This is an optimization exercise on Yosys and OpenROAD, whose aim is small area, not a production implementation. Function was checked by simulation only, so behaviour that the tests miss may differ from the original. Power figures rest on the tool's default switching activity, not on a simulated workload.

==> flow/design.v, too long to show whole: its modules and the start of the top module <==
// module quarterwave_table: 77 lines
// module quarterwave_generator: 43 lines
// module rca: 18 lines
// module csa3: 12 lines
// module sigma_delta_modulator: 25 lines
// module sched_rom: 36 lines
// module coef_rom: 52 lines
// module mac_unit: 775 lines
// module sd_dac_top: 91 lines
module sd_dac_top (
    input               clk,
    input               rst_n,
    input               tone_en,
    input        [31:0] phase_increment,
    input signed [15:0] sample_in,
    output              sample_strobe,
    output              output_pdm_p,
    output              output_pdm_n
);
  // ...
==> flow/flow/run.sh <==
#!/bin/bash
# The standard layout, with a different synthesis of the same RTL:
#  - the standard synthesis is run first, for the names and cell types of its registers;
#  - then the whole flow runs with flow/synth.tcl as the synthesis script (Yosys's quick ABC pass
#    skipped, registers renamed to the standard names) and with flow/abc_area.script, an
#    area-oriented ABC script, in a copy of ORFS's scripts (ABC_AREA=1 in config.mk selects it).
set -euo pipefail
W=$(pwd)
RES="$W/orfs/results/$FLOW_PLATFORM/sd_dac_top/base"

bash "$W/standard.sh" synth > "$W/standard_synth.log" 2>&1
python3 "$W/flow/regs.py" "$RES/1_2_yosys.v" > "$W/standard_regs.txt"
cp "$RES/1_2_yosys.v" "$W/standard_synth.v"
rm -rf "$W/orfs"

rm -rf "$W/scripts"
cp -r "$FLOW_HOME/scripts" "$W/scripts"
cp "$W/flow/abc_area.script" "$W/scripts/abc_area.script"
REF_REGS="$W/standard_regs.txt" bash "$W/standard.sh" SCRIPTS_DIR="$W/scripts" \
  SYNTH_SCRIPT="$W/flow/synth.tcl" finish > "$W/flow.log" 2>&1
==> flow/flow/abc_area.script <==
strash
dch -f
map -a
mfs2
strash
dch -f
map -a
topo
==> flow/flow/regs.py <==
# Lists the flip-flops of a mapped netlist: "base type name" per line (name without the leading
# backslash; base is the name without Yosys's cell-type suffix).
import re, sys
net = open(sys.argv[1]).read()
for typ, name in re.findall(r'^\s*(sky130_fd_sc_hd__\w*df\w*)\s+(\S+)\s*\(', net, re.M):
    if name.startswith('\\'):
        name = name[1:]
    base = re.sub(r'\$_[A-Z0-9_]+_$', '', name)
    print('{%s} %s {%s}' % (base, typ, name))
==> flow/flow/synth.tcl <==
# synth_recipe.tcl with two changes: Yosys's synth skips its quick ABC pass (-noabc), so that the
# adders are extracted from the logic as written, and the registers are then given the names the
# standard synthesis gives them (the enable polarity Yosys puts in a register's name can differ).
proc synth {args} { yosys synth -nofsm -noshare -noabc {*}$args }
source $::env(SCRIPTS_DIR)/synth.tcl
# left out here: clear keep_hierarchy, flatten, clean up, hide names made inside functions

# reference registers: lines "base type name" from the standard synthesis
set ref [dict create]
set f [open $::env(REF_REGS) r]
while {[gets $f line] >= 0} {
  if {[llength $line] != 3} { continue }
  lassign $line base type name
  dict set ref $base [list $type $name]
}
close $f
set top $::env(DESIGN_NAME)
set types [lsort -unique [lmap v [dict values $ref] {lindex $v 0}]]
set seen 0
set renames {}
foreach type $types {
  set l [yosys tee -q -s result.string select -list t:$type]
  foreach c [split [string trim $l] "\n"] {
    if {$c eq ""} { continue }
    set name [string range $c [expr {[string length $top] + 1}] end]
    regsub {\$_[A-Z0-9_]+_$} $name {} base
    if {![dict exists $ref $base]} { error "register $name has no counterpart in the standard synthesis" }
    lassign [dict get $ref $base] rtype rname
    if {$rtype ne $type} { error "register $name is a $type, the standard synthesis has a $rtype" }
    incr seen
    if {$name ne $rname} { lappend renames $name $rname }
  }
}
# every flip-flop cell must be one of the reference registers
set all [yosys tee -q -s result.string select -list t:sky130_fd_sc_hd__*df*]
set nall [llength [lsearch -all -inline -not [split [string trim $all] "\n"] ""]]
if {$seen != [dict size $ref] || $nall != $seen} { error "register count differs: $seen of [dict size $ref], $nall flip-flops" }
yosys cd $top
foreach {old new} $renames { yosys rename $old $new }
yosys cd
puts "registers renamed: [expr {[llength $renames] / 2}] of $seen"
# left out here: write 1_2_yosys.v
==> flow/standard.sh <==
#!/bin/bash
# synth_recipe.tcl (not shown) runs the flow's synth.tcl, then flattens the netlist and writes it again
# the make line also repeats each setting of config.mk as NAME=value (left out here)
make -C /OpenROAD-flow-scripts/flow DESIGN_CONFIG=/design/flow/config.mk WORK_HOME=/design/flow/orfs CLKGATE_MAP_FILE= SYNTH_SCRIPT=/design/flow/synth_recipe.tcl "${@:-finish}"
==> flow/config.mk <==
export PLATFORM = sky130hd
export DESIGN_NAME = sd_dac_top
export DESIGN_NICKNAME = sd_dac_top
export VERILOG_FILES = /design/flow/design.v
export SDC_FILE = /design/flow/constraint.sdc
export NUM_CORES = 8
export LEC_CHECK = 0
export ABC_AREA = 1
export CAP_MARGIN = 10
export CORE_MARGIN = 2
export CORE_UTILIZATION = 40
export CTS_BUF_LIST = sky130_fd_sc_hd__clkbuf_16
export CTS_CLUSTER_DIAMETER = 100
export CTS_CLUSTER_SIZE = 25
export GPL_TIMING_DRIVEN = 0
export SLEW_MARGIN = 10
==> flow/constraint.sdc <==
create_clock -name core_clock -period 15.0 [get_ports {clk}]
set_input_delay 3.0000 -clock core_clock [delete_from_list [all_inputs] [get_ports {clk}]]
set_output_delay 3.0000 -clock core_clock [all_outputs]
set_load 0.01 [all_outputs]
==> impl_metrics.json, run 1 <==
{
  "run_status": "finished clean",
  "worstMarginPinSlew_ps": 1238,
  "drive_gt1_frac": 0.04528,
  "reg2reg_setup_slack_ps": 2010,
  "layout_common_cells": "dfxtp_1, nand2_1, nor2_1",
  "rr_worst_depth": 37,
  "num_rows": 135,
  "setup-tns-final_ps": 0,
  "cpMostUsedCell": "fa_2",
  "timing.rr.end": "dat[20]",
  "min_from": "r1[807]",
  "clock_area_frac": 0.03779,
  "numCtsBuffers": 77,
  "yosysTopAreaCellShare": 0.5073,
  "drc": 0,
  "postSynthCellCount": 4420,
  "grt_pass1_wl_um": 198400,
  "synth_common_cells": "dfxtp_1, nand2_1, nor2_1",
  "p_leak_nw": 24.32,
  "placed_area_um2": 58120,
  "setup_slack_ps": 349.0,
  "top_layer": "met4",
  "met1_usage": 0.2622,
  "multi_input_area_share": 0.3439,
  "grt_pass1_vias": 32800,
  "hold_viol": 0,
  "switching_power_w": 0.001458,
  "path_clk_slew_ps": 100,
  "synth_nets": 5023,
  "dpl.hpwl_um": 90760,
  "antenna_cells": 0,
  "grt-busiest-layer": "met2"
}
==> run 2, diff against run 1 <==
--- a/flow/flow/run.sh
+++ b/flow/flow/run.sh
@@ -18,3 +18,3 @@
 cp "$W/flow/abc_area.script" "$W/scripts/abc_area.script"
 REF_REGS="$W/standard_regs.txt" bash "$W/standard.sh" SCRIPTS_DIR="$W/scripts" \
-  SYNTH_SCRIPT="$W/flow/synth.tcl" finish > "$W/flow.log" 2>&1
+  SYNTH_SCRIPT="$W/flow/synth.tcl" BUFFER_PORTS_ARGS="-buffer_cell sky130_fd_sc_hd__buf_1" finish > "$W/flow.log" 2>&1
--- a/flow/config.mk
+++ b/flow/config.mk
@@ -10,7 +10,7 @@
 export CORE_MARGIN = 2
 export CORE_UTILIZATION = 40
-export CTS_BUF_LIST = sky130_fd_sc_hd__clkbuf_16
+export CTS_BUF_LIST = sky130_fd_sc_hd__clkbuf_8
 export CTS_CLUSTER_DIAMETER = 100
-export CTS_CLUSTER_SIZE = 25
+export CTS_CLUSTER_SIZE = 16
 export GPL_TIMING_DRIVEN = 0
 export SLEW_MARGIN = 10
==> run 2 against run 1 <==
Utilization decreased by 0.58 points; power decreased by 4.5%; setup slack improved by 140 ps; clock power decreased by 13%; flip-flop and latch count unchanged; sequential share of layout area increased by 0.71 points; via count increased by 0.78%; largest cell class unchanged.
==> impl_metrics.json, run 2 <==
{
  "detail_route.wirelength_um": 125200,
  "yosysWarnings": 6,
  "post_cts_buffers": 0,
  "cap_violations": 0,
  "reg2reg_setup_slack_ps": 2340,
  "power_density_nw_per_um2": 109.1,
  "path_buf_inv": 1,
  "ctsHoldBuffers": 0,
  "yosysSeqAreaShare": 0.6017,
  "cpMostUsedCell": "fa_2",
  "root_buffer": "clkbuf_8",
  "start_util": 0.4025,
  "die_area_um2": 139100,
  "wl_met1_um": 58360,
  "firstDrtPassIters": 6,
  "path_clk_slew_ps": 110,
  "fin_cells": 6447,
  "synth-seq-cells": 1569,
  "run_status": "finished clean",
  "die_x_um": 373.0,
  "hold_end": "r1[276]",
  "synth_most_common_cell": "dfxtp_1",
  "max_freq_ghz": 0.06891,
  "yosysUniqueCellTypes": 47,
  "avgSynthCellArea_um2": 12.32,
  "final-max-slew-violation-count": 0,
  "largest_reg_flops": 1072,
  "min_from": "r1[260]",
  "hp-class": "reg2reg",
  "wl_per_cell_um": 19.42,
  "grt_start_max_net_pins": 47,
  "cts.htree.levels": 3,
  "drive_gt1_frac": 0.05043,
  "drt_iter0_markers": 2554,
  "synth_top_cell_by_area": "dfxtp_1",
  "cts-resized-gates": 0,
  "setup-tns-final_ps": 0,
  "grt_use_total": 0.1827,
  "grt_pass1_wl_um": 197800,
  "top_layer": "met4",
  "postSynthCellCount": 4420,
  "gp_congestion": 0.9365,
  "p_leak_nw": 24.03,
  "cp_max_fo": 4,
  "num_rows": 135,
  "ys_async_sr_fraction": 0.06820,
  "min_period_over_period": 0.9675,
  "hold_viol": 0,
  "yosysTopAreaCellShare": 0.5073,
  "placed_area_um2": 57780,
  "die_h_um": 373.0,
  "clk_path_buf_depth": 3,
  "skew_ps": 55.48,
  "fin_hold_ws_ps": 290.2,
  "layout_common_cells": "dfxtp_1, nand2_1, nor2_1",
  "io_pins": 54,
  "endpoint_kind": "flip-flop",
  "core_area_um2": 135300,
  "synth_nets": 5023,
  "antenna_found_initial": 4,
  "nets": 5231,
  "worstMarginPinSlew_ps": 1201,
  "rr_worst_depth": 34,
  "regMostFlops": "r1",
  "crit_family": "adder cells",
  "numCtsBuffers": 111,
  "ys.flop_type": "dfxtp_1",
  "wl_met2_um": 57580,
  "period_needed_ps": 14510,
  "antenna_left": 0,
  "reg_top3": "r1 x1072, rm x147, rm2 x60",
  "final_common_cell": "dfxtp_1",
  "synth_edf_count": 82,
  "cts_tree": "yes",
  "met3_length_um": 5390,
  "port_buffers": 53,
  "grt_setup_unrepaired": "no",
  "timing.rr.end": "dat[20]",
  "clkSinkCount": 1569,
  "drc": 0,
  "vias": 32120,
  "max-slew-margin-rel": 0.1907,
  "via_per_inst": 4.982,
  "setup_violations": 0,
  "critPathLaunchType": "primary input",
  "yosys-top-cells-area": "dfxtp_1, fa_1, dfrtp_1, edfxtp_1, ha_1",
  "grt_pass1_vias": 33420,
  "synth_common_cells": "dfxtp_1, nand2_1, nor2_1",
  "syn_area_um2": 54460,
  "cp_slowest_cell": "fa_1",
  "cpPeakStageDelay_ps": 440,
  "dp.cells": 6294,
  "dpl.hpwl_um": 90630,
  "area_delta_synth_final_pct": 9.562,
  "fin_area_um2": 59660,
  "grt-ovfl-total": 0,
  "ir_worst_vdd_mv": 0.1205,
  "whs_path_depth": 0,
  "reg2reg_from": "N[6]",
  "arrival_ps": 15270,
  "clk_latency_ps": 860,
  "cp.required_ps": 15760,
  "crit_type": "in2reg"
}
-- run 2: cell counts after synthesis --
No cell type changed its count.
-- run 2: area by class of cell --
class / count / area [um2]
tap: 1781 / 2228
clock buffer: 112 / 1541
fill: 12460 / 75630
inverter: 300 / 1129
clock inverter: 33 / 286.5
buffer: 1 / 3.754
sequential: 1569 / 32770
multi-input combinational: 2550 / 20760
antenna: 6 / 15.01
timing repair buffer: 95 / 925.9
-- run 2: worst max-delay path by stage --
stage / slack, ps / startpoint / cells after the start / end
final: 490 / phase_increment[0] / 36 / nco.phase_accumulator[31]
after global routing: 160 / phase_increment[0] / 36 / nco.phase_accumulator[31]
after CTS: 460 / phase_increment[0] / 36 / nco.phase_accumulator[31]
after detailed placement: -490 / phase_increment[0] / 36 / nco.phase_accumulator[31]
after global placement: -730 / swap_r / 24 / mac.acc[19]
after floorplan: 30 / phase_increment[0] / 35 / nco.phase_accumulator[31]
-- run 2: metal layers --
layer / global-route usage / vias to the layer above
li1: - / 15160
met5: 0 / -
met1: 0.2557 / 15940
met3: 0.02682 / 234
met4: 0.05829 / 0
met2: 0.2917 / 787
-- run 2: metrics by stage --
stage,util,total power [W],setup WS (ps)
6_report,0.4410,0.006507,487.4
3_5_place_dp,0.4271,0.004614,-485.5
3_3_place_gp,0.4208,0.004584,-727.4
5_1_grt,0.4409,0.006811,164.0
4_1_cts,0.4406,0.006605,463.8
2_1_floorplan,-,0.004537,31.53
-- run 2: cells by family (layout without fill, tap and decap cells) --
kind of cell / count (synthesis) / after routing / share of synthesized area
xor+xnor: 244 / 244 / 0.03924
buf+inv: 301 / 541 / 0.02075
simple gates: 1052 / 1052 / 0.07823
flops: 1569 / 1569 / 0.6017
other cells: 1 / 7 / 0.00006886
compound gates: 699 / 699 / 0.07807
fa+ha+maj: 552 / 552 / 0.1816
mux: 2 / 2 / 0.0003676
-- run 2: power breakdown --
| part | internal [W] | total, W | switching, W |
|---|---|---|---|
| Combinational | 0.000131 | 0.000268 | 0.000137 |
| Clock | 0.000731 | 0.00200 | 0.00127 |
| Sequential | 0.00423 | 0.00424 | 0.0000159 |
| Total | 0.00509 | 0.00651 | 0.00142 |
==> run 3, diff against run 2 <==
--- a/flow/config.mk
+++ b/flow/config.mk
@@ -12,5 +12,5 @@
 export CTS_BUF_LIST = sky130_fd_sc_hd__clkbuf_8
 export CTS_CLUSTER_DIAMETER = 100
-export CTS_CLUSTER_SIZE = 16
+export CTS_CLUSTER_SIZE = 14
 export GPL_TIMING_DRIVEN = 0
 export SLEW_MARGIN = 10
==> run 3 against run 2 <==
Synthesized cell count is the same; clock power grew about 10%; critical path depth is the same; routed wire length grew 0.34%; critical path type unchanged; clock skew grew 9.7 ps; non-clock buffer count is the same; fmax shrank 0.29%; cell count grew 0.48%; sequential power is essentially flat; via count grew 0.31%.
==> impl_metrics.json, run 3 <==
{
  "drive_gt1_frac": 0.05691,
  "skew_ps": 65.20,
  "final_util": 0.4439,
  "cts-resized-gates": 0,
  "cp.required_ps": 15710,
  "cp_slowest_cell": "fa_1",
  "fin_hold_ws_ps": 295.0,
  "p_seq_frac": 0.632,
  "min_from": "r1[271]",
  "cp_max_fo": 4,
  "die_x_um": 373.0,
  "rr_worst_depth": 34,
  "reg2reg_from": "N[6]",
  "hp-class": "reg2reg",
  "setup_violations": 0,
  "cpPeakStageDelay_ps": 440,
  "num_rows": 135,
  "dpl.hpwl_um": 90630,
  "whs_path_depth": 0,
  "synth_edf_count": 82,
  "p_int_w": 0.005234,
  "reg_top3": "r1 x1072, rm x147, rm2 x60",
  "synth-seq-cells": 1569,
  "final-max-slew-violation-count": 0,
  "yosysWarnings": 6,
  "yosysUniqueCellTypes": 47,
  "clkSinkCount": 1569,
  "endpoint_kind": "flip-flop",
  "ir_worst_vdd_mv": 0.1061,
  "p_leak_nw": 24.23,
  "antenna_left": 0,
  "synth_common_cells": "dfxtp_1, nand2_1, nor2_1",
  "critPathLaunchType": "primary input",
  "post_cts_buffers": 0,
  "drc": 0,
  "synth_nets": 5023,
  "wl_per_cell_um": 19.39,
  "via_per_inst": 4.974,
  "final_common_cell": "dfxtp_1",
  "switching_power_w": 0.001471,
  "ys_async_sr_fraction": 0.06820,
  "hold_end": "r1[287]",
  "port_buffers": 53,
  "hold_viol": 0,
  "grt_use_total": 0.1839,
  "cpMostUsedCell": "fa_2",
  "gp_congestion": 0.9365,
  "ys.flop_type": "dfxtp_1",
  "area_delta_synth_final_pct": 10.29,
  "largest_reg_flops": 1072,
  "antenna_found_initial": 4,
  "vias": 32220,
  "cap_violations": 0,
  "cts.htree.levels": 4,
  "nets": 5254,
  "grt_start_max_net_pins": 47,
  "period_needed_ps": 14550,
  "root_buffer": "clkbuf_8",
  "cts_tree": "yes",
  "core_area_um2": 135300,
  "reg2reg_setup_slack_ps": 2300,
  "arrival_ps": 15260,
  "yosys-top-cells-area": "dfxtp_1, fa_1, dfrtp_1, edfxtp_1, ha_1",
  "drt_iter0_markers": 2497,
  "die_h_um": 373.0,
  "grt-ovfl-total": 0,
  "start_util": 0.4025,
  "regMostFlops": "r1",
  "max_freq_ghz": 0.06871,
  "path_clk_slew_ps": 100,
  "io_pins": 54,
  "crit_type": "in2reg",
  "grt_pass1_wl_um": 198900,
  "min_period_over_period": 0.9703,
  "worstMarginPinSlew_ps": 1168,
  "fill_cells": 12420,
  "die_area_um2": 139100,
  "firstDrtPassIters": 6,
  "run_status": "finished clean",
  "syn_area_um2": 54460,
  "synth_most_common_cell": "dfxtp_1",
  "synth_top_cell_by_area": "dfxtp_1",
  "grt_pass1_vias": 33640,
  "timing.rr.end": "dat[20]",
  "sw_frac_of_total": 0.2194,
  "clk_path_buf_depth": 3,
  "max-slew-margin-rel": 0.2130,
  "detail_route.wirelength_um": 125600,
  "power_density_nw_per_um2": 111.6,
  "postSynthCellCount": 4420,
  "clock_power_share": 0.328,
  "yosysSeqAreaShare": 0.6017,
  "combPwrFrac": 0.040,
  "grt_setup_unrepaired": "no",
  "clk_latency_ps": 850,
  "yosysTopAreaCellShare": 0.5073,
  "layout_common_cells": "dfxtp_1, nand2_1, nor2_1",
  "numCtsBuffers": 134,
  "avgSynthCellArea_um2": 12.32,
  "ctsHoldBuffers": 0
}
## run 3: worst max path at each step
stage | startpoint | endpoint | depth (start not counted)
after floorplan | phase_increment[0] | nco.phase_accumulator[31] | 35
after global placement | swap_r | mac.acc[19] | 24
after detailed placement | phase_increment[0] | nco.phase_accumulator[31] | 36
after CTS | phase_increment[0] | nco.phase_accumulator[31] | 36
after global routing | phase_increment[0] | nco.phase_accumulator[31] | 36
final | phase_increment[0] | nco.phase_accumulator[31] | 36
## run 3: metal layers
layer / up-vias / wire length (um) / track usage
met2: 869 / 58050 / 0.2907
li1: 15220 / - / -
met5: - / 0 / 0
met3: 188 / 5431 / 0.02677
met1: 15940 / 58680 / 0.2571
met4: 0 / 3432 / 0.06650
## run 3: logic make-up (layout without fill, tap and decap cells)
family,count (synthesis),count (layout),synth area share
compound gates,699,699,0.07807
flops,1569,1569,0.6017
other cells,1,6,0.00006886
fa+ha+maj,552,552,0.1816
buf+inv,301,573,0.02075
simple gates,1052,1052,0.07823
mux,2,2,0.0003676
xor+xnor,244,244,0.03924
## run 3: power by group through the flow
stage | registers (W) | logic (W) | clock network (W)
floorplan | 0.00434 | 0.000201 | 0
global placement | 0.00434 | 0.000244 | 0
detailed placement | 0.00434 | 0.000275 | 0
CTS | 0.00424 | 0.000281 | 0.00229
global route | 0.00425 | 0.000326 | 0.00246
finish | 0.00424 | 0.000268 | 0.00220
## run 3: per-stage QoR
stage / worst slack (ps) / power [W] / cells / setup TNS [ps] / area, um2
after global routing: 121.8 / 0.007029 / 6475 / 0 / 60050
final: 445.4 / 0.006705 / 6478 / 0 / 60060
after global placement: -727.4 / 0.004584 / 6254 / -2541 / 56940
after floorplan: 31.53 / 0.004537 / 4420 / 0 / 54510
after detailed placement: -485.5 / 0.004614 / 6294 / -717.3 / 57780
after CTS: 446.6 / 0.006814 / 6471 / 0 / 60010
## run 3: critical path, delay by kind of cell
family                   cells  cell delay (ps)
AO/OA/AOI/OAI                1               70
XOR/XNOR                     2              340
adder cells (fa/ha/maj)     30            11540
buffers and inverters        1               80
AND/OR/NAND/NOR              2              220
## run 3: layout make-up
type | count | area (um2) | area share
antenna | 5 | 12.51 | 0.0002083
clock inverter | 40 | 339.1 | 0.005646
tap | 1781 | 2228 | 0.03710
sequential | 1569 | 32770 | 0.5457
clock buffer | 137 | 1886 | 0.03140
timing repair buffer | 95 | 925.9 | 0.01542
buffer | 1 | 3.754 | 0.00006250
multi-input combinational | 2550 | 20760 | 0.3457
inverter | 300 | 1129 | 0.01879
==> run 4, diff against run 3 <==
--- a/flow/config.mk
+++ b/flow/config.mk
@@ -12,5 +12,5 @@
 export CTS_BUF_LIST = sky130_fd_sc_hd__clkbuf_8
 export CTS_CLUSTER_DIAMETER = 100
-export CTS_CLUSTER_SIZE = 14
+export CTS_CLUSTER_SIZE = 15
 export GPL_TIMING_DRIVEN = 0
 export SLEW_MARGIN = 10
==> run 4 against run 3 <==
Routed wire length is 0.26% lower; via count decreased by 0.37%; register-to-register slack better by 30 ps; global-route usage fell by 0.10 points.
==> impl_metrics.json, run 4 <==
{
  "run_status": "finished clean",
  "setup_violations": 0,
  "skew_ps": 67.39,
  "endpoint_kind": "flip-flop",
  "firstDrtPassIters": 5,
  "seq_area_um2": 32770,
  "crit_type": "in2reg",
  "port_buffers": 53,
  "yosysUniqueCellTypes": 47,
  "grt_pass1_wl_um": 198300,
  "hold_viol": 0,
  "core_area_um2": 135300,
  "vias": 32100,
  "path_clk_slew_ps": 110,
  "die_x_um": 373.0,
  "yosysWarnings": 6,
  "cpMostUsedCell": "fa_2",
  "via_per_inst": 4.972,
  "cts_tree": "yes",
  "cap_violations": 0,
  "ctsHoldBuffers": 0,
  "final-max-slew-violation-count": 0,
  "place_ws_ps": -485.5,
  "ir_worst_vdd_mv": 0.1080,
  "synth_edf_count": 82,
  "critPathLaunchType": "primary input",
  "clk_path_buf_depth": 3,
  "hp-class": "reg2reg",
  "startpoint": "phase_increment[0]",
  "antenna_found_initial": 3,
  "cp.required_ps": 15740,
  "cpPeakStageDelay_ps": 440,
  "synth_most_common_cell": "dfxtp_1",
  "synth_common_cells": "dfxtp_1, nand2_1, nor2_1",
  "clkSinkCount": 1569,
  "max_freq_ghz": 0.06879,
  "synth_top_cell_by_area": "dfxtp_1",
  "min_from": "r1[270]",
  "syn_area_um2": 54460,
  "dpl.hpwl_um": 90630,
  "die_area_um2": 139100,
  "p_leak_nw": 24.09,
  "cp_slowest_cell": "fa_1",
  "wl_per_cell_um": 19.40,
  "grt_use_total": 0.1829,
  "yosysTopAreaCellShare": 0.5073,
  "avgSynthCellArea_um2": 12.32,
  "grt_start_max_net_pins": 47,
  "clk_latency_ps": 870,
  "postSynthCellCount": 4420,
  "regMostFlops": "r1",
  "arrival_ps": 15280,
  "final_common_cell": "dfxtp_1",
  "grt_setup_unrepaired": "no",
  "cts.htree.levels": 3,
  "antenna_left": 0,
  "multi_input_area_um2": 20760,
  "crit_family": "adder cells",
  "power_density_nw_per_um2": 109.3,
  "nets": 5237,
  "reg2reg_from": "nco.phase_accumulator[0]",
  "fill_cells": 12460,
  "io_pins": 54,
  "num_rows": 135,
  "detail_route.wirelength_um": 125300,
  "numCtsBuffers": 117,
  "start_util": 0.4025,
  "ys_async_sr_fraction": 0.06820,
  "synth-seq-cells": 1569,
  "drive_gt1_frac": 0.05140,
  "drt_iter0_markers": 2501,
  "path_buf_inv": 1,
  "drc": 0,
  "yosysSeqAreaShare": 0.6017,
  "area_delta_synth_final_pct": 9.693,
  "period_needed_ps": 14540,
  "grt_pass1_vias": 33420,
  "p_total_w": 0.006530,
  "setup_slack_ps": 463.1,
  "cp_max_fo": 4,
  "ys.flop_type": "dfxtp_1",
  "min_period_over_period": 0.9691,
  "reg_top3": "r1 x1072, rm x147, rm2 x60",
  "die_h_um": 373.0,
  "largest_reg_flops": 1072,
  "max-slew-margin-rel": 0.1906,
  "gp_congestion": 0.9365,
  "layout_common_cells": "dfxtp_1, nand2_1, nor2_1",
  "root_buffer": "clkbuf_8",
  "worstMarginPinSlew_ps": 1201,
  "synth_nets": 5023,
  "yosys-top-cells-area": "dfxtp_1, fa_1, dfrtp_1, edfxtp_1, ha_1",
  "post_cts_buffers": 0,
  "cts-resized-gates": 0,
  "grt-ovfl-total": 0
}
## run 4: cell types whose count changed in the layout (fill, tap and decap cells not counted), moves of 2 or more
cell      delta
clkbuf_8    -16
clkinv_8     -2
inv_1        +4
inv_12       -4
inv_16       +2
inv_6        -4
## run 4: worst register-to-register path: cells and delay by family (launching register included)
kind | cells | cell delay (ps)
flip-flops | 1 | 400
AO/OA/AOI/OAI | 1 | 70
AND/OR/NAND/NOR | 2 | 220
XOR/XNOR | 2 | 350
adder cells (fa/ha/maj) | 30 | 11540
## run 4: path summary, 6_finish.rpt
path                                              to  slack [ps]  cells past startpoint
setup / recovery           nco.phase_accumulator[31]         460                     36
hold / removal                               r1[286]         300                      0
max in group asynchronous                  sdm.w1[0]       12210                      2
setup reg to reg           nco.phase_accumulator[31]        2330                     35
min in group asynchronous   nco.phase_accumulator[3]        2170                      1
hold reg to reg                              r1[286]         300                      0
## run 4: logic make-up after synthesis
group           Yosys count  share of synthesized area
flops                  1569                     0.6017
buf+inv                 301                    0.02075
other cells               1                 0.00006886
mux                       2                  0.0003676
simple gates           1052                    0.07823
xor+xnor                244                    0.03924
compound gates          699                    0.07807
fa+ha+maj               552                     0.1816
## run 4: per-layer routing
layer,global-route usage,share of wire,vias up
li1,-,-,15170
met5,0,0,-
met1,0.2560,0.47,15890
met3,0.02774,0.045,214
met2,0.2909,0.46,825
met4,0.05952,0.032,0
## run 4: report_power, final
group	total (W)	switching, W	internal [W]	leakage, nW
Clock	0.00202	0.00126	0.000760	1.06
Combinational	0.000269	0.000137	0.000132	9.96
Sequential	0.00424	0.0000160	0.00423	13.1
Total	0.00653	0.00141	0.00512	24.1
## run 4: per-stage QoR
step	cells	hold WS (ps)	utilization	instance area (um2)	setup TNS (ps)
6_report	6456	299.2	0.4415	59740	0
5_1_grt	6452	286.0	0.4414	59730	0
4_1_cts	6448	281.0	0.4411	59680	0
3_5_place_dp	6294	312.1	0.4271	57780	-717.3
3_3_place_gp	6254	309.5	0.4208	56940	-2541
2_1_floorplan	4420	309.6	-	54510	0
## run 4: layout make-up
cell class | instances | share of cell area
Sequential cell | 1569 | 0.5486
Clock inverter | 33 | 0.003917
Inverter | 300 | 0.01889
Antenna cell | 6 | 0.0002513
Clock buffer | 121 | 0.02788
Buffer | 1 | 0.00006284
Multi-Input combinational cell | 2550 | 0.3475
Timing Repair Buffer | 95 | 0.01550
Tap cell | 1781 | 0.03730
==> run 5, diff against run 4 <==
--- a/flow/config.mk
+++ b/flow/config.mk
@@ -9,5 +9,5 @@
 export CAP_MARGIN = 10
 export CORE_MARGIN = 2
-export CORE_UTILIZATION = 40
+export CORE_UTILIZATION = 45
 export CTS_BUF_LIST = sky130_fd_sc_hd__clkbuf_8
 export CTS_CLUSTER_DIAMETER = 100
==> run 5 against run 4 <==
Fmax is 0.38% higher; die area down 11%; utilization up 5.4 points; sequential share of layout area increased by 0.22 points; still clean on timing, DRC and antenna; sequential power barely moved; critical path type unchanged; critical path depth did not move; register-to-register slack got worse by 50 ps.
==> impl_metrics.json, run 5 <==
{
  "run_status": "finished clean",
  "syn_area_um2": 54460,
  "fin_hold_ws_ps": 295.3,
  "synth-seq-cells": 1569,
  "die_area_um2": 123800,
  "antenna_found_initial": 4,
  "synth_nets": 5023,
  "synth_top_cell_by_area": "dfxtp_1",
  "drt_iter0_markers": 2421,
  "ir_worst_vdd_mv": 0.09283,
  "drc": 0,
  "io_pins": 54,
  "gp_congestion": 0.9317,
  "crit_type": "in2reg",
  "yosysTopAreaCellShare": 0.5073,
  "met3_length_um": 6128,
  "start_util": 0.4539,
  "detail_route.wirelength_um": 125000,
  "hp-class": "reg2reg",
  "nets": 5233,
  "synth_common_cells": "dfxtp_1, nand2_1, nor2_1",
  "wl_per_cell_um": 19.91,
  "crit_family": "adder cells",
  "whs_path_depth": 0,
  "avgSynthCellArea_um2": 12.32,
  "num_rows": 127,
  "clock_power_share": 0.312,
  "cpMostUsedCell": "fa_2",
  "reg2reg_from": "N[6]",
  "yosysSeqAreaShare": 0.6017,
  "skew_ps": 84.77,
  "setup_violations": 0,
  "combPwrFrac": 0.041,
  "clkSinkCount": 1569,
  "grt-ovfl-total": 0,
  "min_period_over_period": 0.9655,
  "ctsHoldBuffers": 0,
  "port_buffers": 53,
  "max_freq_ghz": 0.06905,
  "critPathLaunchType": "primary input",
  "area_delta_synth_final_pct": 9.248,
  "wl_met1_um": 58280,
  "grt_pass1_vias": 33350,
  "grt_use_total": 0.2082,
  "reg_top3": "r1 x1072, rm x147, rm2 x60",
  "layout_common_cells": "dfxtp_1, nand2_1, nor2_1",
  "synth_edf_count": 82,
  "vias": 32140,
  "grt_setup_unrepaired": "no",
  "top_layer": "met5",
  "yosysUniqueCellTypes": 47,
  "ys.flop_type": "dfxtp_1",
  "p_seq_frac": 0.647,
  "regMostFlops": "r1",
  "postSynthCellCount": 4420,
  "min_from": "rm[1]",
  "arrival_ps": 15210,
  "firstDrtPassIters": 5,
  "yosys-top-cells-area": "dfxtp_1, fa_1, dfrtp_1, edfxtp_1, ha_1",
  "final-max-slew-violation-count": 0,
  "hold_viol": 0,
  "switching_power_w": 0.001415,
  "numCtsBuffers": 116,
  "cp_num_cells": 36,
  "post_cts_buffers": 0,
  "worstMarginPinSlew_ps": 1211,
  "wl_met2_um": 57220,
  "yosysWarnings": 6,
  "grt_pass1_wl_um": 197600,
  "p_leak_nw": 24.05,
  "root_buffer": "clkbuf_8",
  "cts_tree": "yes",
  "die_h_um": 351.9,
  "dpl.hpwl_um": 90470,
  "clk_latency_ps": 840,
  "path_clk_slew_ps": 100,
  "cp.required_ps": 15720,
  "via_per_inst": 5.119,
  "setup-tns-final_ps": 0,
  "grt_start_max_net_pins": 47,
  "cp_max_fo": 4,
  "cap_violations": 0,
  "p_int_w": 0.005134,
  "period_needed_ps": 14480,
  "largest_reg_flops": 1072,
  "core_area_um2": 120000,
  "power_density_nw_per_um2": 110.1,
  "cp_slowest_cell": "fa_1",
  "startpoint": "phase_increment[0]",
  "cts-resized-gates": 0,
  "die_x_um": 351.9,
  "cpPeakStageDelay_ps": 430,
  "cts.htree.levels": 3,
  "clk_path_buf_depth": 3,
  "endpoint_kind": "flip-flop",
  "antenna_left": 0,
  "rr_worst_depth": 34,
  "max-slew-margin-rel": 0.1902,
  "ys_async_sr_fraction": 0.06820,
  "final_common_cell": "dfxtp_1",
  "synth_most_common_cell": "dfxtp_1",
  "path_buf_inv": 1,
  "drive_gt1_frac": 0.05063,
  "sw_frac_of_total": 0.2161
}
==> run 5: changes by cell type in the layout (fill, tap and decap cells not counted) <==
cell        change
clkinv_8        -1
clkinv_2        +1
inv_6           +1
clkbuf_8        -3
buf_6           -3
clkinvlp_4      -1
inv_16          -1
buf_16          -2
inv_4           -1
bufinv_16       +2
clkinv_16       +2
inv_1           -4
buf_8           +2
==> run 5: area by class of cell <==
cell class                      count  area (um2)
Fill cell                       10720       60480
Sequential cell                  1569       32770
Multi-Input combinational cell   2550       20760
Tap cell                         1612        2017
Clock buffer                      118        1624
Inverter                          300        1129
Timing Repair Buffer               92       867.1
Clock inverter                     31       302.8
Antenna cell                        6       15.01
Buffer                              1       3.754
==> run 5: path summary, 6_finish.rpt <==
| check | end | slack [ps] |
|---|---|---|
| hold / removal | rm[22] | 300 |
| setup reg to reg | dat[20] | 2280 |
| min in group asynchronous | cic[7] | 2180 |
| hold reg to reg | rm[22] | 300 |
| setup / recovery | nco.phase_accumulator[31] | 520 |
| max in group asynchronous | clr | 12110 |
==> run 5: routing by layer <==
layer,track usage,vias up
met5,0,-
met4,0.06044,2
met3,0.02948,220
met2,0.3334,870
met1,0.2948,15880
li1,-,15170
==> run 5: cells by family after synthesis <==
logic type,after synthesis,synth area share
xor+xnor,244,0.03924
fa+ha+maj,552,0.1816
buf+inv,301,0.02075
flops,1569,0.6017
other cells,1,0.00006886
simple gates,1052,0.07823
mux,2,0.0003676
compound gates,699,0.07807
==> run 5: stage by stage <==
stage,power [W],util,area (um2),instances,worst slack (ps)
after floorplan,0.004537,-,54510,4420,31.53
after global placement,0.004594,0.4728,56730,6085,-1003
after detailed placement,0.004618,0.4794,57510,6122,-406.6
after CTS,0.006650,0.4954,59440,6271,498.5
after global routing,0.006864,0.4958,59480,6274,153.4
final,0.006549,0.4959,59490,6279,517.5
==> run 5: power by group through the flow <==
| stage | Clock [W] | Sequential, W | Combinational [W] |
|---|---|---|---|
| 6_report | 0.00204 | 0.00424 | 0.000266 |
| 5_1_grt | 0.00229 | 0.00425 | 0.000324 |
| 4_1_cts | 0.00213 | 0.00424 | 0.000278 |
| 3_5_place_dp | 0 | 0.00434 | 0.000280 |
| 3_3_place_gp | 0 | 0.00434 | 0.000255 |
| 2_1_floorplan | 0 | 0.00434 | 0.000201 |
==> run 6, diff against run 5 <==
--- a/flow/config.mk
+++ b/flow/config.mk
@@ -9,5 +9,5 @@
 export CAP_MARGIN = 10
 export CORE_MARGIN = 2
-export CORE_UTILIZATION = 45
+export CORE_UTILIZATION = 50
 export CTS_BUF_LIST = sky130_fd_sc_hd__clkbuf_8
 export CTS_CLUSTER_DIAMETER = 100
==> run 6 against run 5 <==
Fmax shrank 0.70%; first-iteration DRC count shrank 4.8%; register-to-register slack gained 20 ps; critical endpoint unchanged.
==> impl_metrics.json, run 6 <==
{
  "p_seq_frac": 0.653,
  "port_buffers": 53,
  "post_cts_buffers": 0,
  "ctsHoldBuffers": 0,
  "numCtsBuffers": 117,
  "vias": 32170,
  "syn_area_um2": 54460,
  "setup_slack_ps": 415.5,
  "p_int_w": 0.005085,
  "gp_congestion": 0.9800,
  "max-slew-margin-rel": 0.2057,
  "detail_route.wirelength_um": 123600,
  "io_pins": 54,
  "synth-seq-cells": 1569,
  "yosysWarnings": 6,
  "drive_gt1_frac": 0.04997,
  "hold_viol": 0,
  "hp-class": "reg2reg",
  "synth_edf_count": 82,
  "yosys-top-cells-area": "dfxtp_1, fa_1, dfrtp_1, edfxtp_1, ha_1",
  "postSynthCellCount": 4420,
  "synth_common_cells": "dfxtp_1, nand2_1, nor2_1",
  "yosysSeqAreaShare": 0.6017,
  "final_util": 0.5455,
  "synth_nets": 5023,
  "grt_setup_unrepaired": "no",
  "p_leak_nw": 24.02,
  "nets": 5232,
  "cpMostUsedCell": "fa_2",
  "reg2reg_from": "nco.phase_accumulator[0]",
  "ir_worst_vdd_mv": 0.1179,
  "wl_per_cell_um": 20.32,
  "clock_power_share": 0.307,
  "start_util": 0.5024,
  "regMostFlops": "r1",
  "via_per_inst": 5.292,
  "core_area_um2": 108400,
  "antenna_found_initial": 4,
  "sw_frac_of_total": 0.2174,
  "cpPeakStageDelay_ps": 430,
  "antenna_left": 0,
  "grt-ovfl-total": 0,
  "endpoint_kind": "flip-flop",
  "power_density_nw_per_um2": 109.9,
  "switching_power_w": 0.001413,
  "setup_violations": 0,
  "grt_use_total": 0.2257,
  "root_buffer": "clkbuf_8",
  "clk_path_buf_depth": 3,
  "fin_hold_ws_ps": 294.2,
  "period_needed_ps": 14580,
  "place_ws_ps": -485.6,
  "run_status": "finished clean",
  "cp_max_fo": 4,
  "final_common_cell": "dfxtp_1",
  "max_freq_ghz": 0.06857,
  "cp.required_ps": 15700,
  "timing.rr.end": "nco.phase_accumulator[31]",
  "critPathLaunchType": "primary input",
  "synth_most_common_cell": "dfxtp_1",
  "drt_iter0_markers": 2304,
  "crit_type": "in2reg",
  "worstMarginPinSlew_ps": 1188,
  "grt_pass1_vias": 32820,
  "cp_slowest_cell": "fa_1",
  "yosysUniqueCellTypes": 47,
  "ys.flop_type": "dfxtp_1",
  "avgSynthCellArea_um2": 12.32,
  "cts_tree": "yes",
  "grt_start_max_net_pins": 50,
  "synth_top_cell_by_area": "dfxtp_1",
  "reg2reg_setup_slack_ps": 2300,
  "hold_end": "r1[415]",
  "die_x_um": 334.0,
  "yosysTopAreaCellShare": 0.5073,
  "whs_path_depth": 0,
  "path_clk_slew_ps": 100,
  "layout_common_cells": "dfxtp_1, nand2_1, nor2_1",
  "cts.htree.levels": 3,
  "min_from": "r1[399]",
  "largest_reg_flops": 1072,
  "grt_pass1_wl_um": 194500,
  "reg_top3": "r1 x1072, rm x147, rm2 x60",
  "cap_violations": 0,
  "dpl.hpwl_um": 88960,
  "num_rows": 121,
  "rr_worst_depth": 35,
  "final-max-slew-violation-count": 0,
  "ys_async_sr_fraction": 0.06820,
  "cts-resized-gates": 0,
  "firstDrtPassIters": 5,
  "setup-tns-final_ps": 0,
  "clkSinkCount": 1569,
  "drc": 0,
  "die_h_um": 334.0,
  "die_area_um2": 111600,
  "clk_latency_ps": 820,
  "min_period_over_period": 0.9723,
  "area_delta_synth_final_pct": 8.586,
  "arrival_ps": 15280,
  "skew_ps": 57.21,
  "combPwrFrac": 0.040
}
==> run 6: cell types whose count changed in the layout (fill, tap and decap cells not counted), sizes merged <==
cell      delta
buf          -2
bufinv       -3
clkbuf       +1
clkinvlp     +1
diode        -3
inv          +5
==> run 6: worst max path at each step <==
stage                           endpoint  depth (start not counted)          startpoint
4_1_cts        nco.phase_accumulator[31]                         36  phase_increment[0]
3_3_place_gp                 mac.acc[19]                         24              swap_r
2_1_floorplan  nco.phase_accumulator[31]                         35  phase_increment[0]
3_5_place_dp   nco.phase_accumulator[31]                         36  phase_increment[0]
5_1_grt        nco.phase_accumulator[31]                         36  phase_increment[0]
6_report       nco.phase_accumulator[31]                         36  phase_increment[0]
==> run 6: stage by stage <==
step	instance area (um2)	total power, W	instances
3_5_place_dp	57240	0.004610	5923
2_1_floorplan	54510	0.004537	4420
6_report	59130	0.006498	6080
4_1_cts	59100	0.006596	6076
3_3_place_gp	56480	0.004592	5887
5_1_grt	59130	0.006789	6079
==> run 6: worst max-delay path, delay by kind of cell <==
| family | cells | cell delay [ps] |
|---|---|---|
| xor+xnor | 2 | 350 |
| compound gates | 1 | 70 |
| simple gates | 2 | 210 |
| fa+ha+maj | 30 | 11570 |
| buf+inv | 1 | 80 |
==> run 6: cell type report <==
cell class                 count  area [um2]
multi-input combinational   2550       20770
fill                        9380       49270
timing repair buffer          90       828.3
inverter                     300        1129
tap                         1414        1769
clock inverter                34       215.2
antenna                        3       7.507
clock buffer                 119        1638
sequential                  1569       32770
buffer                         1       3.754
==> run 6: metal layers <==
layer / part of all wire / GRT usage / wire (um)
met5: 0 / 0 / 0
met4: 0.031 / 0.07322 / 3833
met3: 0.050 / 0.03265 / 6143
met2: 0.45 / 0.3536 / 55770
met1: 0.47 / 0.3240 / 57810
==> run 6: cells by family after synthesis <==
kind of cell,synth area share
AOI/OAI and AO/OA,0.07807
xor gates and xnor gates,0.03924
adders and majority gates,0.1816
buffers and inverters,0.02075
DFF,0.6017
muxes,0.0003676
other,0.00006886
and+or+nand+nor,0.07823
==> run 6: power by group through the flow <==
stage | sequential, W | combinational [W] | clock, W
global route | 0.00425 | 0.000319 | 0.00222
detailed placement | 0.00434 | 0.000271 | 0
CTS | 0.00424 | 0.000274 | 0.00208
global placement | 0.00434 | 0.000253 | 0
finish | 0.00424 | 0.000262 | 0.00200
floorplan | 0.00434 | 0.000201 | 0
==> run 7, diff against run 6 <==
==> flow/flow/abc_area.script (replaced) <==
strash
dch -f
map -a
mfs2
strash
dch -f
map -a
topo
stime -c
buffer -c
upsize -c
dnsize -c
--- a/flow/config.mk
+++ b/flow/config.mk
@@ -9,8 +9,8 @@
 export CAP_MARGIN = 10
 export CORE_MARGIN = 2
-export CORE_UTILIZATION = 50
+export CORE_UTILIZATION = 40
 export CTS_BUF_LIST = sky130_fd_sc_hd__clkbuf_8
 export CTS_CLUSTER_DIAMETER = 100
-export CTS_CLUSTER_SIZE = 15
+export CTS_CLUSTER_SIZE = 16
 export GPL_TIMING_DRIVEN = 0
 export SLEW_MARGIN = 10
==> run 7 against run 6 <==
Still clean; design area increased by 1.1%; setup slack got worse by 3.7 ps; clock skew up 41 ps; via count rose by 3.3%; hold slack got worse by 45 ps; critical path type unchanged; largest cell class unchanged; highest routed layer unchanged.
==> impl_metrics.json, run 7 <==
{
  "grt_start_max_net_pins": 34,
  "fill_cells": 12820,
  "dpl.hpwl_um": 107200,
  "postSynthCellCount": 4602,
  "final_common_cell": "dfxtp_1",
  "clkSinkCount": 1569,
  "core_area_um2": 137300,
  "synth_edf_count": 82,
  "drive_gt1_frac": 0.05095,
  "ys.flop_type": "dfxtp_1",
  "timing.rr.end": "nco.phase_accumulator[31]",
  "grt_pass1_wl_um": 216600,
  "synth-seq-cells": 1569,
  "wl_per_cell_um": 21.55,
  "whs_path_depth": 0,
  "antenna_left": 0,
  "arrival_ps": 15340,
  "p_total_w": 0.006500,
  "endpoint_kind": "flip-flop",
  "ys_async_sr_fraction": 0.06820,
  "run_status": "finished clean",
  "cts.htree.levels": 3,
  "yosysWarnings": 6,
  "max_freq_ghz": 0.06855,
  "min_from": "rm2[30]",
  "period_needed_ps": 14590,
  "start_util": 0.4027,
  "firstDrtPassIters": 8,
  "cp_max_fo": 4,
  "hp-class": "reg2reg",
  "reg_top3": "r1 x1072, rm x147, rm2 x60",
  "crit_type": "in2reg",
  "area_delta_synth_final_pct": 8.067,
  "cpMostUsedCell": "fa_2",
  "layout_common_cells": "dfxtp_1, nand2_1, nor2_1",
  "met3_usage": 0.02859,
  "grt_use_total": 0.2034,
  "die_h_um": 375.8,
  "ir_worst_vdd_mv": 0.1127,
  "grt_pass1_vias": 33940,
  "cap_violations": 0,
  "rr_worst_depth": 35,
  "hold_viol": 0,
  "reg2reg_setup_slack_ps": 2250,
  "reg2reg_from": "nco.phase_accumulator[0]",
  "synth_common_cells": "dfxtp_1, nand2_1, fa_1",
  "cts_tree": "yes",
  "p_leak_nw": 24.63,
  "dp.cells": 6455,
  "syn_area_um2": 55290,
  "post_cts_buffers": 0,
  "gp_congestion": 0.9691,
  "final-max-slew-violation-count": 0,
  "nets": 5377,
  "via_per_inst": 5.028,
  "ctsHoldBuffers": 0,
  "critPathLaunchType": "primary input",
  "regMostFlops": "r1",
  "skew_ps": 97.91,
  "cp_slowest_cell": "fa_1",
  "numCtsBuffers": 111,
  "yosysTopAreaCellShare": 0.4996,
  "fin_hold_ws_ps": 249.2,
  "fin_cells": 6608,
  "cts-resized-gates": 0,
  "detail_route.wirelength_um": 142400,
  "synth_nets": 5205,
  "clk_latency_ps": 910,
  "grt_setup_unrepaired": "no",
  "synth_top_cell_by_area": "dfxtp_1",
  "yosysSeqAreaShare": 0.5926,
  "largest_reg_flops": 1072,
  "max-slew-margin-rel": 0.2063,
  "num_rows": 136,
  "yosysUniqueCellTypes": 66,
  "setup_violations": 0,
  "grt-ovfl-total": 0,
  "path_clk_slew_ps": 110,
  "min_period_over_period": 0.9725,
  "avgSynthCellArea_um2": 12.02,
  "drc": 0,
  "cpPeakStageDelay_ps": 440,
  "root_buffer": "clkbuf_8",
  "drt_iter0_markers": 2743,
  "cp.required_ps": 15750,
  "io_pins": 54,
  "hold_end": "rm2[50]",
  "antenna_found_initial": 5,
  "grtUsageMet2": 0.3169,
  "synth_most_common_cell": "dfxtp_1",
  "clk_path_buf_depth": 3,
  "grt-busiest-layer": "met2",
  "die_area_um2": 141200,
  "met1_usage": 0.2905,
  "worstMarginPinSlew_ps": 1190,
  "vias": 33230,
  "yosys-top-cells-area": "dfxtp_1, fa_1, dfrtp_1, edfxtp_1, ha_1",
  "port_buffers": 52,
  "die_x_um": 375.8,
  "power_density_nw_per_um2": 108.8
}
==> run 7: changes by cell type after synthesis, moves of 8 or more <==
cell,delta
nor2_1,-21
clkinv_1,-274
buf_2,+12
inv_2,+36
nor2_2,+16
o21ai_0,-8
inv_1,+237
clkbuf_1,+164
==> run 7: cell families after synthesis <==
| family | synth area share |
|---|---|
| and+or+nand+nor | 0.07927 |
| DFF | 0.5926 |
| other | 0.00006782 |
| buffers and inverters | 0.03317 |
| adders and majority gates | 0.1788 |
| xor gates and xnor gates | 0.03865 |
| AOI/OAI and AO/OA | 0.07707 |
| muxes | 0.0003621 |
==> run 7: critical path: cells and delay by family <==
kind | cells | cell delay, ps
buf+inv | 1 | 90
simple gates | 2 | 190
compound gates | 1 | 70
fa+ha+maj | 30 | 11640
xor+xnor | 2 | 330
==> run 7: cell type report <==
class / count / area [um2] / area share
Tap cell: 1794 / 2245 / 0.03756
Multi-Input combinational cell: 2550 / 20760 / 0.3474
Clock buffer: 113 / 1555 / 0.02603
Sequential cell: 1569 / 32770 / 0.5484
Clock inverter: 35 / 267.8 / 0.004481
Antenna cell: 5 / 12.51 / 0.0002094
Timing Repair Buffer: 59 / 312.8 / 0.005235
Inverter: 300 / 1129 / 0.01889
Buffer: 183 / 705.7 / 0.01181
==> run 7: how the worst max path moves through the flow <==
stage	start	endpoint	slack, ps
floorplan	phase_increment[0]	nco.phase_accumulator[31]	20
global placement	phase_increment[0]	nco.phase_accumulator[31]	-450
detailed placement	phase_increment[0]	nco.phase_accumulator[31]	-510
CTS	phase_increment[0]	nco.phase_accumulator[31]	420
global route	phase_increment[0]	nco.phase_accumulator[31]	30
finish	phase_increment[0]	nco.phase_accumulator[31]	410
==> run 7: metal layers <==
| layer | part of all wire | wire [um] | vias to the layer above |
|---|---|---|---|
| met5 | 0 | 0 | - |
| met4 | 0.035 | 5021 | 0 |
| met3 | 0.053 | 7495 | 236 |
| met2 | 0.45 | 63730 | 1034 |
| met1 | 0.46 | 66150 | 16540 |
| li1 | - | - | 15420 |
==> run 7: per-stage QoR <==
step / area [um2] / util / setup WS [ps] / TNS, ps
global placement: 57780 / 0.4208 / -447.5 / -692.3
floorplan: 55340 / - / 24.42 / 0
global route: 59750 / 0.4351 / 26.63 / 0
detailed placement: 57920 / 0.4218 / -514.1 / -834.5
CTS: 59740 / 0.4350 / 418.2 / 0
finish: 59750 / 0.4351 / 411.8 / 0
==> run 7: where the power goes <==
group	leakage, nW	internal [W]	switching (W)
logic	10.6	0.000126	0.000131
clock network	1.00	0.000706	0.00129
registers	13.1	0.00423	0.0000162
==> run 8, diff against run 7 <==
--- a/flow/flow/run.sh
+++ b/flow/flow/run.sh
@@ -18,3 +18,3 @@
 cp "$W/flow/abc_area.script" "$W/scripts/abc_area.script"
 REF_REGS="$W/standard_regs.txt" bash "$W/standard.sh" SCRIPTS_DIR="$W/scripts" \
-  SYNTH_SCRIPT="$W/flow/synth.tcl" BUFFER_PORTS_ARGS="-buffer_cell sky130_fd_sc_hd__buf_1" finish > "$W/flow.log" 2>&1
+  SYNTH_SCRIPT="$W/flow/synth.tcl" finish > "$W/flow.log" 2>&1
==> flow/flow/abc_area.script (replaced) <==
strash
dch -f
map -a
mfs2
strash
dch -f
map -a
topo
--- a/flow/config.mk
+++ b/flow/config.mk
@@ -7,10 +7,10 @@
 export LEC_CHECK = 0
 export ABC_AREA = 1
-export CAP_MARGIN = 10
+export CAP_MARGIN = 30
 export CORE_MARGIN = 2
 export CORE_UTILIZATION = 40
-export CTS_BUF_LIST = sky130_fd_sc_hd__clkbuf_8
+export CTS_BUF_LIST = sky130_fd_sc_hd__clkbuf_16
 export CTS_CLUSTER_DIAMETER = 100
-export CTS_CLUSTER_SIZE = 16
+export CTS_CLUSTER_SIZE = 25
 export GPL_TIMING_DRIVEN = 0
-export SLEW_MARGIN = 10
+export SLEW_MARGIN = 30
==> run 8 against run 7 <==
Design area up 1.4%; fmax down 0.37%; non-clock buffer count down 146; highest routed layer is now met5; combinational power up 5%; routed wire length down 11%; utilization up 1.3 points; cell count down 3.1%; setup slack worse by 55 ps; power up 4.5%; critical path type unchanged.
==> impl_metrics.json, run 8 <==
{
  "synth_top_cell_by_area": "dfxtp_1",
  "power_density_nw_per_um2": 112.1,
  "final-max-slew-violation-count": 0,
  "cp_max_fo": 4,
  "max-slew-margin-rel": 0.3515,
  "io_pins": 54,
  "antenna_found_initial": 1,
  "cpPeakStageDelay_ps": 410,
  "combPwrFrac": 0.040,
  "cap_violations": 0,
  "numCtsBuffers": 77,
  "core_area_um2": 135300,
  "synth_nets": 5023,
  "grt_use_total": 0.1844,
  "dp.cells": 6295,
  "endpoint_kind": "flip-flop",
  "fill_cells": 12390,
  "period_needed_ps": 14640,
  "setup_slack_ps": 357.3,
  "hold_end": "rm2[48]",
  "die_h_um": 373.0,
  "skew_ps": 46.88,
  "grt-ovfl-total": 0,
  "clk_latency_ps": 720,
  "run_status": "finished clean",
  "cts_tree": "yes",
  "whs_path_depth": 0,
  "timing.rr.end": "dat[20]",
  "path_clk_slew_ps": 100,
  "yosysSeqAreaShare": 0.6017,
  "synth_edf_count": 82,
  "vias": 32070,
  "drive_gt1_frac": 0.04741,
  "grt_pass1_vias": 33100,
  "sw_frac_of_total": 0.2151,
  "via_per_inst": 5.009,
  "yosysTopAreaCellShare": 0.5073,
  "setup_violations": 0,
  "ctsHoldBuffers": 0,
  "largest_reg_flops": 1072,
  "nets": 5197,
  "clkSinkCount": 1569,
  "dpl.hpwl_um": 91090,
  "p_seq_frac": 0.625,
  "post_cts_buffers": 0,
  "grt_setup_unrepaired": "no",
  "switching_power_w": 0.001461,
  "yosysWarnings": 6,
  "hp-class": "reg2reg",
  "crit_type": "in2reg",
  "area_delta_synth_final_pct": 11.22,
  "setup-tns-final_ps": 0,
  "num_rows": 135,
  "cts.htree.levels": 3,
  "synth-seq-cells": 1569,
  "final_common_cell": "dfxtp_1",
  "drc": 0,
  "min_from": "rm2[28]",
  "regMostFlops": "r1",
  "multi_input_area_um2": 20880,
  "yosysUniqueCellTypes": 47,
  "worstMarginPinSlew_ps": 970.4,
  "wl_per_cell_um": 19.70,
  "ys_async_sr_fraction": 0.06820,
  "seq_area_um2": 32780,
  "detail_route.wirelength_um": 126200,
  "drt_iter0_markers": 2763,
  "layout_common_cells": "dfxtp_1, nand2_1, nor2_1",
  "root_buffer": "clkbuf_16",
  "critPathLaunchType": "primary input",
  "yosys-top-cells-area": "dfxtp_1, fa_1, dfrtp_1, edfxtp_1, ha_1",
  "fin_cells": 6403,
  "die_area_um2": 139100,
  "avgSynthCellArea_um2": 12.32,
  "rr_worst_depth": 33,
  "gp_congestion": 0.9275,
  "grt_pass1_wl_um": 199300,
  "die_x_um": 373.0,
  "reg2reg_setup_slack_ps": 2220,
  "port_buffers": 53,
  "p_total_w": 0.006791,
  "cp.required_ps": 15590,
  "start_util": 0.4025,
  "clock_power_share": 0.336,
  "antenna_left": 0,
  "ir_worst_vdd_mv": 0.1352,
  "place_ws_ps": -731.3,
  "reg_top3": "r1 x1072, rm x147, rm2 x60",
  "cpMostUsedCell": "fa_2",
  "postSynthCellCount": 4420,
  "p_int_w": 0.005330,
  "hold_viol": 0,
  "clk_path_buf_depth": 3,
  "arrival_ps": 15240,
  "ys.flop_type": "dfxtp_1",
  "reg2reg_from": "N[3]",
  "syn_area_um2": 54460,
  "synth_most_common_cell": "dfxtp_1",
  "synth_common_cells": "dfxtp_1, nand2_1, nor2_1",
  "p_leak_nw": 24.34,
  "firstDrtPassIters": 8,
  "max_freq_ghz": 0.06829,
  "cp_slowest_cell": "fa_2",
  "grt_start_max_net_pins": 74,
  "min_period_over_period": 0.9762
}
==> run 8: changes by cell type after synthesis, sizes merged <==
cell	previous run	this run
clkinv	26	300
clkbuf	164	0
buf	19	1
inv	274	0
==> run 8: repair_timing <==
action	4_1_cts	5_1_grt
resized for setup	0	7
setup endpoints to repair	0	2
hold endpoints to repair	0	0
==> run 8: worst max-delay path, delay by kind of cell <==
family	cells	cell delay, ps
adder cells (fa/ha/maj)	30	11230
buffers and inverters	1	400
XOR/XNOR	2	310
AND/OR/NAND/NOR	2	190
AO/OA/AOI/OAI	1	60
==> run 8: logic make-up (layout without fill, tap and decap cells) <==
kind of cell / count (synthesis) / after routing / share of synthesized area
compound gates: 699 / 699 / 0.07807
xor+xnor: 244 / 244 / 0.03924
fa+ha+maj: 552 / 552 / 0.1816
buf+inv: 301 / 500 / 0.02075
flops: 1569 / 1569 / 0.6017
mux: 2 / 2 / 0.0003676
other cells: 1 / 4 / 0.00006886
simple gates: 1052 / 1052 / 0.07823
==> run 8: worst max-delay path by stage <==
stage / from / endpoint / slack, ps / cells past startpoint
final: phase_increment[0] / nco.phase_accumulator[31] / 360 / 36
after global placement: swap_r / mac.acc[19] / -870 / 24
after detailed placement: phase_increment[0] / nco.phase_accumulator[31] / -730 / 36
after CTS: phase_increment[0] / nco.phase_accumulator[31] / 50 / 36
after floorplan: phase_increment[0] / nco.phase_accumulator[31] / 30 / 35
after global routing: phase_increment[0] / nco.phase_accumulator[31] / 20 / 36
==> run 8: layout make-up <==
class	count	share of cell area
Antenna cell	3	0.0001239
Timing Repair Buffer	95	0.02101
Multi-Input combinational cell	2550	0.3447
Tap cell	1781	0.03679
Clock inverter	27	0.005660
Clock buffer	77	0.03181
Sequential cell	1569	0.5411
Buffer	1	0.00006197
Inverter	300	0.01869
==> run 8: power by group through the flow <==
stage	logic (W)	registers, W	clock network [W]
2_1_floorplan	0.000201	0.00434	0
3_3_place_gp	0.000256	0.00434	0
3_5_place_dp	0.000283	0.00434	0
4_1_cts	0.000282	0.00424	0.00236
5_1_grt	0.000332	0.00425	0.00251
6_report	0.000270	0.00424	0.00228
==> run 8: stage by stage <==
step                      hold WS (ps)  area (um2)  utilization
final                            290.5       60570       0.4477
after global routing             297.8       60560       0.4476
after CTS                        292.5       60510       0.4472
after detailed placement         312.1       58240       0.4305
after global placement           309.5       57270       0.4233
after floorplan                  309.6       54510            -
==> run 8: layer usage <==
| layer | routed length, um | GRT usage | up-vias |
|---|---|---|---|
| met2 | 58080 | 0.2937 | 851 |
| li1 | - | - | 15100 |
| met1 | 58860 | 0.2638 | 15920 |
| met5 | 14 | 0 | - |
| met3 | 5752 | 0.02230 | 203 |
| met4 | 3447 | 0.05392 | 2 |

==> what the ideal ports hide <==
Ports are ideal in the flow. The routed layouts listed here were re-timed in OpenROAD. Step 1, drivers: a clkbuf_16 drives clk and a buf_2 each remaining input, both assumed. Step 2 moves the port delays by t, midway between the first and last clock arrival at a register: inputs arrive t later, outputs are due t later. That takes back most of the time a late clock gives input paths. Slacks: ideal / step 1 / step 2; pairs: ideal / step 1.
| run | t, ns | setup WS [ns] | worst setup path at the end | latest minus earliest clock arrival (ns) |
|---|---|---|---|---|
| run 1 | 0.746 | 0.349 / 0.382 / -0.364 | input to register | 0.032 / 0.032 |
| run 2 | 0.903 | 0.487 / 0.531 / -0.372 | input to register | 0.056 / 0.057 |
| run 3 | 0.887 | 0.445 / 0.490 / -0.398 | input to register | 0.068 / 0.069 |
| run 4 | 0.902 | 0.463 / 0.507 / -0.395 | input to register | 0.068 / 0.068 |
| run 5 | 0.860 | 0.518 / 0.552 / -0.308 | input to register | 0.088 / 0.088 |
| run 6 | 0.854 | 0.415 / 0.443 / -0.411 | input to register | 0.060 / 0.060 |
| run 7 | 0.922 | 0.412 / 0.455 / -0.467 | input to register | 0.104 / 0.104 |
| run 8 | 0.762 | 0.357 / 0.392 / -0.370 | input to register | 0.048 / 0.048 |
Met with ideal ports but missed after step 2: setup timing in every run listed. The setup slack of run 7, which loses most, moves by +0.043 ns with the drivers and by -0.879 ns with both steps.
